From an optimization exercise on the open Yosys and OpenROAD flow, aimed at small area and a short achievable clock period; shortcuts taken in it are not production practice. At most, simulation tests tie the RTL to the original design; equivalence was not proved. Function not checked in run 2: the RTL went through the layout flow alone.

## flow/design.v

```verilog
module floatMult 
(
	input wire [15:0] a,
	input wire [15:0] b,
	output reg [15:0] product
);
reg sign; 
reg signed [5:0] exponent; 
reg [9:0] mantissa; 
reg [10:0] fractionA, fractionB;	 
reg [21:0] fraction; 
always @ (*) 
begin
	sign = 1'b0;
	exponent = 6'd0;
	mantissa = 10'd0;
	fractionA = 11'd0;
	fractionB = 11'd0;
	fraction = 22'd0;
	if (a == 0 || b == 0) 
		product = 0;				
	else 
	begin
		sign = a[15] ^ b[15]; 
		exponent = a[14:10] + b[14:10] - 5'd15 + 5'd2;
		fractionA = {1'b1,a[9:0]};
		fractionB = {1'b1,b[9:0]}; 
		fraction = fractionA * fractionB;
		if (fraction[21] == 1'b1) 
		begin
			fraction = fraction << 1;
			exponent = exponent - 1; 
		end 
		else if (fraction[20] == 1'b1) 
		begin
			fraction = fraction << 2;
			exponent = exponent - 2;
		end 
		else if (fraction[19] == 1'b1) 
		begin
			fraction = fraction << 3;
			exponent = exponent - 3;
		end 
		else if (fraction[18] == 1'b1) 
		begin
			fraction = fraction << 4;
			exponent = exponent - 4;
		end 
		else if (fraction[17] == 1'b1) 
		begin
			fraction = fraction << 5;
			exponent = exponent - 5;
		end 
		else if (fraction[16] == 1'b1) 
		begin
			fraction = fraction << 6;
			exponent = exponent - 6;
		end 
		else if (fraction[15] == 1'b1) 
		begin
			fraction = fraction << 7;
			exponent = exponent - 7;
		end 
		else if (fraction[14] == 1'b1) 
		begin
			fraction = fraction << 8;
			exponent = exponent - 8;
		end 
		else if (fraction[13] == 1'b1) 
		begin
			fraction = fraction << 9;
			exponent = exponent - 9;
		end 
		else if (fraction[12] == 1'b0) 
		begin
			fraction = fraction << 10;
			exponent = exponent - 10;
		end 
		mantissa = fraction[21:12];
		if(exponent[5]==1'b1) begin 
			product=16'b0000000000000000;
		end
		else begin
			product = {sign,exponent[4:0],mantissa}; 
		end
	end
end
endmodule
module floatAdd (
	input wire [15:0] floatA,
	input wire [15:0] floatB,
	output reg [15:0] sum
);
reg sign;
reg signed [5:0] exponent;  
reg [9:0] mantissa;
reg [4:0] exponentA, exponentB;
reg [10:0] fractionA, fractionB, fraction;	 
reg [7:0] shiftAmount;
reg cout;
always @ (*) begin
	sign = 1'b0;
	mantissa = 10'd0;
	fraction = 11'd0;
	shiftAmount = 8'd0;
	cout = 1'b0;
	exponentA = floatA[14:10];
	exponentB = floatB[14:10];
	fractionA = {1'b1,floatA[9:0]};
	fractionB = {1'b1,floatB[9:0]};
	exponent = exponentA;
	if (floatA == 0) begin						 
		sum = floatB;
	end else if (floatB == 0) begin					 
		sum = floatA;
	end else if (floatA[14:0] == floatB[14:0] && floatA[15]^floatB[15]==1'b1) begin
		sum=0;
	end else begin
		if (exponentB > exponentA) begin
			shiftAmount = exponentB - exponentA;
			fractionA = fractionA >> (shiftAmount);
			exponent = exponentB;
		end else if (exponentA > exponentB) begin 
			shiftAmount = exponentA - exponentB;
			fractionB = fractionB >> (shiftAmount);
			exponent = exponentA;
		end
		if (floatA[15] == floatB[15]) begin			 
			{cout,fraction} = fractionA + fractionB;
			if (cout == 1'b1) begin
				{cout,fraction} = {cout,fraction} >> 1;
				exponent = exponent + 1;
			end
			sign = floatA[15];
		end else begin						 
			if (floatA[15] == 1'b1) begin
				{cout,fraction} = fractionB - fractionA;
			end else begin
				{cout,fraction} = fractionA - fractionB;
			end
			sign = cout;
			if (cout == 1'b1) begin
				fraction = -fraction;
			end else begin
			end
			if (fraction [10] == 0) begin
				if (fraction[9] == 1'b1) begin
					fraction = fraction << 1;
					exponent = exponent - 1;
				end else if (fraction[8] == 1'b1) begin
					fraction = fraction << 2;
					exponent = exponent - 2;
				end else if (fraction[7] == 1'b1) begin
					fraction = fraction << 3;
					exponent = exponent - 3;
				end else if (fraction[6] == 1'b1) begin
					fraction = fraction << 4;
					exponent = exponent - 4;
				end else if (fraction[5] == 1'b1) begin
					fraction = fraction << 5;
					exponent = exponent - 5;
				end else if (fraction[4] == 1'b1) begin
					fraction = fraction << 6;
					exponent = exponent - 6;
				end else if (fraction[3] == 1'b1) begin
					fraction = fraction << 7;
					exponent = exponent - 7;
				end else if (fraction[2] == 1'b1) begin
					fraction = fraction << 8;
					exponent = exponent - 8;
				end else if (fraction[1] == 1'b1) begin
					fraction = fraction << 9;
					exponent = exponent - 9;
				end else if (fraction[0] == 1'b1) begin
					fraction = fraction << 10;
					exponent = exponent - 10;
				end 
			end
		end
		mantissa = fraction[9:0];
		if(exponent[5]==1'b1) begin  
			sum = 16'b0000000000000000;
		end
		else begin
			sum = {sign,exponent[4:0],mantissa};
		end		
	end		
end
endmodule
module fp16_mac (
    input clk,
    input rst,
    input clear,
    input en,
    input [15:0] a,
    input [15:0] b,
    output reg [15:0] acc
);
wire [15:0] product;
wire [15:0] sum;
floatMult mul (
    .a(a),
    .b(b),
    .product(product)
);
floatAdd add (
    .floatA(acc),
    .floatB(product),
    .sum(sum)
);
always @(posedge clk) begin
    if (rst || clear)
        acc <= 16'd0;
    else if (en)
        acc <= sum;
end
endmodule
```

## flow/run.sh

```bash
#!/bin/bash
# synth_recipe.tcl (not shown) runs the flow's synth.tcl, then flattens the netlist and writes it again
# the make line also repeats each setting of config.mk as NAME=value (left out here)
make -C /OpenROAD-flow-scripts/flow DESIGN_CONFIG=/design/flow/config.mk WORK_HOME=/design/flow/orfs CLKGATE_MAP_FILE= SYNTH_SCRIPT=/design/flow/synth_recipe.tcl finish
```

## flow/config.mk

```make
export PLATFORM = sky130hd
export DESIGN_NAME = fp16_mac
export DESIGN_NICKNAME = fp16_mac
export VERILOG_FILES = /design/flow/design.v
export SDC_FILE = /design/flow/constraint.sdc
export NUM_CORES = 4
export LEC_CHECK = 0
export CAP_MARGIN = 20
export CORE_MARGIN = 2
export CORE_UTILIZATION = 40
export PLACE_DENSITY = 0.6
export SLEW_MARGIN = 20
```

## flow/constraint.sdc

```tcl
create_clock -name core_clock -period 18.0 [get_ports {clk}]
set_input_delay 3.6000 -clock core_clock [delete_from_list [all_inputs] [get_ports {clk}]]
set_output_delay 3.6000 -clock core_clock [all_outputs]
set_load 0.01 [all_outputs]
```

==> out/results.ini, run 1 <==
[worst_setup_path]
critPathMaxFanout = 13
cp-end-kind = flop
cp_slowest_cell = clkdlybuf4s50_1
cp_slowest_stage_delay_ns = 0.68
worst-endpoint-required_ns = 18.08
path_class = in2reg
cp_num_buf_inv = 9
worstPathArrival_ns = 17.02
cpMostUsedCell = fa_1
worstReg2RegStart = acc[12]
cp_top_family = compound AO/OA/AOI/OAI gates
startpoint = a[3]
start_kind = primary input

[layout]
largest_reg_flops = 16
top_regs = acc x16
largest_register = acc
nFillCells = 3352
nets = 2103
drive_gt1_share_pct = 7.349
antenna_cells = 0
final_util_pct = 44.35
syn_to_final_growth_pct = 9.039

[place]
place_ws_ns = 0.3216
gp_congestion = 0.9928
port-buffer-count = 51
hpwl_um = 36610

[route]
drtPass1Iterations = 6
wl_um = 46430
ant_nets = 0
wl_met2_um = 20320
viasPerCell = 6.184
highest_layer = met4
first_iter_violations = 1527
wl_per_cell_um = 20.37
vias = 14094
route.detailed.drc = 0
wl_met1_um = 21190
wl_met3_um = 3665

[clocking]
numClockSinks = 16
clkTransAtPathRegs_ns = 0.05
clock_latency_ns = 0.25
clockBufferDepth = 2
cts_buffers = 3
cts_root_buffer = clkbuf_16
cts_tree = yes
hold_buffers = 0
cts_max_level = 1

[die]
die_y_um = 185.9
die_x_um = 185.9
dieArea_um2 = 34560
rows = 66
core_area_um2 = 32540
io_pins = 52
initial_core_util_pct = 40.67

[sta]
setup_viol = 0
timing_hold_violations_final = 0
finalCritPeriodShare_pct = 94.13
slew_viol_final = 0
fin_ws_ns = 1.057
hold_ws_ns = 0.6618
layout_min_cycle_time_ns = 16.94
final.setup_skew_ns = 0.002477
worst_pin_slew_ns = 1.003
slew_headroom_pct = 33.13
fmax_mhz = 59.02

[yosys]
avgSynthCellArea_um2 = 7.200
synth_seq_cells = 16
synthCells = 1838
synth_area_leaders = ha_1, fa_1, inv_1, nand2_1, a21oi_1
ys_warn_count = 3
synth_edf_count = 0
async_flop_share_pct = 0
ys_seq_area_share_pct = 2.420
synthFlopType = dfxtp_1
synth_fp_nets = 2102
syn-cell-area_um2 = 13230
synth_top_area_share_pct = 13.43
synth.most_common_cell = inv_1
synth_top_cell_by_area = ha_1
synth_common_cells = inv_1, nand2_1, ha_1
synth_cell_type_count = 108

[global_route]
antenna_found_initial = 0
first_global_vias = 13310
grt_pass1_wl_um = 73910
grt-ovfl-total = 0
grt_start_max_net_pins = 33
gr-usage-all-layers_pct = 26.75

[hold_path]
min_from = acc[9]
hold_class = reg2reg

[job]
cap_viol_max_count = 0

[outcome]
status = timing/DRC/antenna clean

area by class of cell:
| class | instances | area (um2) | area share (%) |
|---|---|---|---|
| multi-input cells | 1503 | 11760 | 81.52 |
| flip-flops and latches | 16 | 320.3 | 2.220 |
| inverters | 207 | 779.5 | 5.402 |
| repair buffers | 108 | 938.4 | 6.503 |
| clock buffers | 3 | 75.07 | 0.5202 |
| well taps | 442 | 553.0 | 3.832 |
what timing repair did:
item,in CTS,in global routing
setup endpoints to repair,0,16
setup buffers,0,1
gates resized for setup,0,16
hold endpoints to repair,0,0
worst register-to-register path: cells and delay by family, from the launching register on:
| kind | cells | cell delay (ns) |
|---|---|---|
| AO/OA/AOI/OAI | 14 | 3.33 |
| AND/OR/NAND/NOR | 8 | 1.26 |
| adder cells (fa/ha/maj) | 2 | 1.07 |
| buffers and inverters | 5 | 1.01 |
| flip-flops | 1 | 0.52 |
| XOR/XNOR | 1 | 0.13 |
per-layer routing:
layer  GRT usage, %  vias up
met2          42.28      705
met4          6.866        0
met3          2.602       92
li1               -     6571
met5              0        -
met1          38.78     6726
stage by stage:
stage               std cells  cell area [um2]    TNS, ns
floorplan                1838            13230          0
global placement         2275            14270          0
detailed placement       2275            14270          0
CTS                      2278            14350          0
global route             2279            14430  -0.001158
finish                   2279            14430          0
final timing paths:
check / endpoint / slack [ns] / depth (start not counted)
max: acc[10] / 1.06 / 51
min: acc[9] / 0.66 / 2
max reg2reg: acc[10] / 10.53 / 30
min reg2reg: acc[9] / 0.66 / 2
layout by cell type (no fill, tap or decap), types with 38 or more instances in the layout:
cell type and n:
and2_1 71, xnor2_1 52, clkdlybuf4s50_1 51, ha_1 142, o21ai_0 100, nor2_1 111
inv_1 204, nand3_1 38, fa_1 86, nand2_1 178, a21oi_1 129, buf_4 57
cell families after synthesis:
kind of cell	share of synthesized area [%]
AO/OA/AOI/OAI	31.80
XOR/XNOR	5.862
adder cells (fa/ha/maj)	26.43
buffers and inverters	9.322
flip-flops	2.420
multiplexers	2.307
AND/OR/NAND/NOR	21.85
==> inputs of run 2 (changes only) <==
==> flow/design.v (replaced) <==
module floatMult
(
	input wire [15:0] a,
	input wire [15:0] b,
	output wire [15:0] product
);
wire [10:0] fa = {1'b1, a[9:0]};
wire [10:0] fb = {1'b1, b[9:0]};
wire [21:0] f = fa * fb;
wire [5:0] es = {1'b0, a[14:10]} + {1'b0, b[14:10]};    
wire [5:0] eh = es - 6'd14;                               
wire [5:0] el = es - 6'd15;                               
wire vh = (es >= 6'd14) && (es <= 6'd45);
wire vl = (es >= 6'd15) && (es <= 6'd46);
wire nz = (a != 16'd0) && (b != 16'd0);
wire [4:0] e = f[21] ? eh[4:0] : el[4:0];
wire [9:0] m = f[21] ? f[20:11] : f[19:10];
wire v = f[21] ? vh : vl;
assign product = (nz && v) ? {a[15] ^ b[15], e, m} : 16'd0;
endmodule
module floatAdd (
	input wire [15:0] floatA,
	input wire [15:0] floatB,
	output wire [15:0] sum
);
wire az = (floatA == 16'd0);
wire bz = (floatB == 16'd0);
wire agt = (floatA[14:0] > floatB[14:0]);
wire [14:0] l = agt ? floatA[14:0] : floatB[14:0];
wire [14:0] s = agt ? floatB[14:0] : floatA[14:0];
wire sign = agt ? floatA[15] : floatB[15];
wire sub = floatA[15] ^ floatB[15];
wire cancel = sub && (floatA[14:0] == floatB[14:0]);
wire [4:0] d = l[14:10] - s[14:10];
wire [10:0] fl = {1'b1, l[9:0]};
wire [10:0] fs = {1'b1, s[9:0]} >> d;
wire [11:0] t = {1'b0, fl} + {1'b0, fs};
wire [5:0] ea = {1'b0, l[14:10]} + {5'd0, t[11]};
wire [9:0] ma = t[11] ? t[10:1] : t[9:0];
wire [10:0] u = fl - fs;
reg [3:0] lz;
always @(*) begin
	casez (u)
		11'b1??????????: lz = 4'd0;
		11'b01?????????: lz = 4'd1;
		11'b001????????: lz = 4'd2;
		11'b0001???????: lz = 4'd3;
		11'b00001??????: lz = 4'd4;
		11'b000001?????: lz = 4'd5;
		11'b0000001????: lz = 4'd6;
		11'b00000001???: lz = 4'd7;
		11'b000000001??: lz = 4'd8;
		11'b0000000001?: lz = 4'd9;
		default:         lz = 4'd10;
	endcase
end
wire [10:0] un = u << lz;
wire [5:0] eb = {1'b0, l[14:10]} - {2'b0, lz};
wire [9:0] mb = un[9:0];
wire [5:0] e = sub ? eb : ea;
wire [9:0] m = sub ? mb : ma;
assign sum = az ? floatB :
             bz ? floatA :
             (cancel || e[5]) ? 16'd0 :
             {sign, e[4:0], m};
endmodule
module fp16_mac (
    input clk,
    input rst,
    input clear,
    input en,
    input [15:0] a,
    input [15:0] b,
    output [15:0] acc
);
wire [15:0] product;
reg  [15:0] s;
reg  [15:0] p;
floatMult mul (
    .a(a),
    .b(b),
    .product(product)
);
floatAdd add (
    .floatA(s),
    .floatB(p),
    .sum(acc)
);
always @(posedge clk) begin
    if (rst || clear) begin
        s <= 16'd0;
        p <= 16'd0;
    end else begin
        s <= acc;
        p <= en ? product : 16'd0;
    end
end
endmodule
==> out/results.ini, run 2 <==
[outcome]
status = timing/DRC/antenna clean

[clocking]
cts_buffers = 5
cts_max_level = 2
cts_resized = 0
clkTransAtPathRegs_ns = 0.05
clock_latency_ns = 0.29
clockBufferDepth = 2
cts_root_buffer = clkbuf_16
cts_tree = yes
numClockSinks = 32
postCtsSetupBuffers = 0
hold_buffers = 0

[layout]
syn_to_final_growth_pct = 9.670
final_util_pct = 44.85
final_cell_mix = nand2_1, inv_1, ha_1
antenna_cells = 0
finalInstanceArea_um2 = 9848
drive_gt1_share_pct = 4.235
nFillCells = 2236
layout_commonest_cell = nand2_1
nets = 1382
top_regs = p x16, s x16

[sta]
worst_pin_slew_ns = 0.9491
final.setup_skew_ns = 0.01713
setup_viol = 0
finalCritPeriodShare_pct = 80.71
slew_headroom_pct = 36.45
slew_viol_final = 0
fmax_mhz = 68.84
tns_ns = 0
rsz0062_at_grt = false
timing_hold_violations_final = 0
layout_min_cycle_time_ns = 14.53
hold_ws_ns = 0.6607

[route]
ant_nets = 0
wl_um = 26220
route.detailed.drc = 0
wl_per_cell_um = 18.24
viasPerCell = 5.858
drtPass1Iterations = 6
first_iter_violations = 612
vias = 8418

[global_route]
grt_pass1_wl_um = 42510
grt-ovfl-total = 0
antenna_found_initial = 0
first_global_vias = 8130
gr-usage-all-layers_pct = 22.07
grt_start_max_net_pins = 48

[die]
die_x_um = 153.8
rows = 54
core_area_um2 = 21960
io_pins = 52
dieArea_um2 = 23660
die_y_um = 153.8
initial_core_util_pct = 40.89

[yosys]
synth_common_cells = nand2_1, inv_1, ha_1
syn-cell-area_um2 = 8980
ys_seq_area_share_pct = 7.134
synth_fp_nets = 1375
synth_area_leaders = fa_1, ha_1, dfxtp_1, and2_1, nand2_1
synth_seq_cells = 32
synth_edf_count = 0
avgSynthCellArea_um2 = 7.815
synth_top_area_share_pct = 18.50
synth.most_common_cell = nand2_1
ys_warn_count = 2
synthFlopType = dfxtp_1
synthCells = 1149
synth_top_cell_by_area = fa_1
async_flop_share_pct = 0
synth_cell_type_count = 83

[worst_setup_path]
start_kind = flop
worst-endpoint-required_ns = 14.40
cp-end-kind = primary output
cp_slowest_stage_delay_ns = 0.60
cpMostUsedCell = o21ai_0
cp_slowest_cell = a2111oi_0
path_class = reg2out
worstPathArrival_ns = 10.93
critPathMaxFanout = 47

[place]
dpl-instance-area_um2 = 9658
port-buffer-count = 51
gp_congestion = 0.9553
hpwl_um = 21800

[job]
cap_viol_max_count = 0

[hold_path]
hold_class = reg2reg

[run 2: cell types whose count changed after synthesis, moves of 19 or more]
cell / delta
nand2_1: -61
nand3_1: -27
inv_1: -92
a31oi_1: -19
nor2_1: -37
a21oi_1: -63
o21ai_0: -50
ha_1: -35
clkbuf_1: -34
xnor2_1: -31
[run 2: area by class of cell]
cell class / count / area (um2) / area share, %
Clock inverter: 1 / 30.03 / 0.3049
Clock buffer: 7 / 152.6 / 1.550
Inverter: 114 / 427.9 / 4.345
Multi-Input combinational cell: 944 / 7676 / 77.94
Tap cell: 280 / 350.3 / 3.557
Timing Repair Buffer: 59 / 570.5 / 5.793
Sequential cell: 32 / 640.6 / 6.505
[run 2: worst paths after layout]
path	startpoint	end	slack, ns	cells past startpoint
min reg2reg	p[10]	s[10]	0.66	2
min	p[10]	s[10]	0.66	2
max reg2reg	p[10]	s[15]	7.63	37
max	p[10]	acc[8]	3.47	38
[run 2: logic make-up after synthesis]
family | after synthesis | synth area share [%]
adder cells (fa/ha/maj) | 190 | 33.41
AND/OR/NAND/NOR | 409 | 23.23
multiplexers | 41 | 4.793
XOR/XNOR | 35 | 3.414
flip-flops | 32 | 7.134
buffers and inverters | 173 | 7.524
AO/OA/AOI/OAI | 269 | 20.50
[run 2: through the flow]
step / std cells / setup slack [ns]
after CTS: 1437 / 3.455
final: 1437 / 3.473
after detailed placement: 1429 / 3.747
after floorplan: 1149 / 5.137
after global routing: 1437 / 2.528
after global placement: 1428 / 4.044
[run 2: worst max-delay path: cells and delay by family (launching register included)]
| family | cells | cell delay [ns] |
|---|---|---|
| multiplexers | 1 | 0.24 |
| AND/OR/NAND/NOR | 16 | 4.47 |
| adder cells (fa/ha/maj) | 3 | 1.00 |
| AO/OA/AOI/OAI | 14 | 3.39 |
| buffers and inverters | 4 | 1.07 |
| flip-flops | 1 | 0.45 |
[run 2: metal layers]
metal  routed length, um  track usage [%]
met2               12390            38.33
met5                   0                0
met3                1512            1.325
met1               11550            29.80
met4                 762            6.275

what the ideal ports hide:
The results above use ideal ports. As a check the final layouts listed here were re-extracted and re-timed, cells and wires unchanged.
Step 1 assumes that a clkbuf_16 drives the clock port and a buf_2 every other input.
Step 2 times the ports against the registers' clock, not the clock port: input delays grow and output delays shrink by t, the midpoint of the rising clock arrivals with the driver on.
a / b / c = ideal ports / drivers / drivers and shift; a / b = the first two.
run	shift t [ns]	setup slack, ns	hold slack, ns	clock arrival spread, ns	pins driven straight from the clock port
run 1	0.284	1.057 / 1.073 / 0.789	0.662 / 0.662 / 0.662	0.003 / 0.003	1
run 2	0.319	3.473 / 3.436 / 3.755	0.661 / 0.661 / 0.661	0.017 / 0.017	1
After both steps setup and hold are still met in every run listed. The setup slack of run 1, which loses most, moves by +0.016 ns with the drivers and by -0.268 ns with both steps.
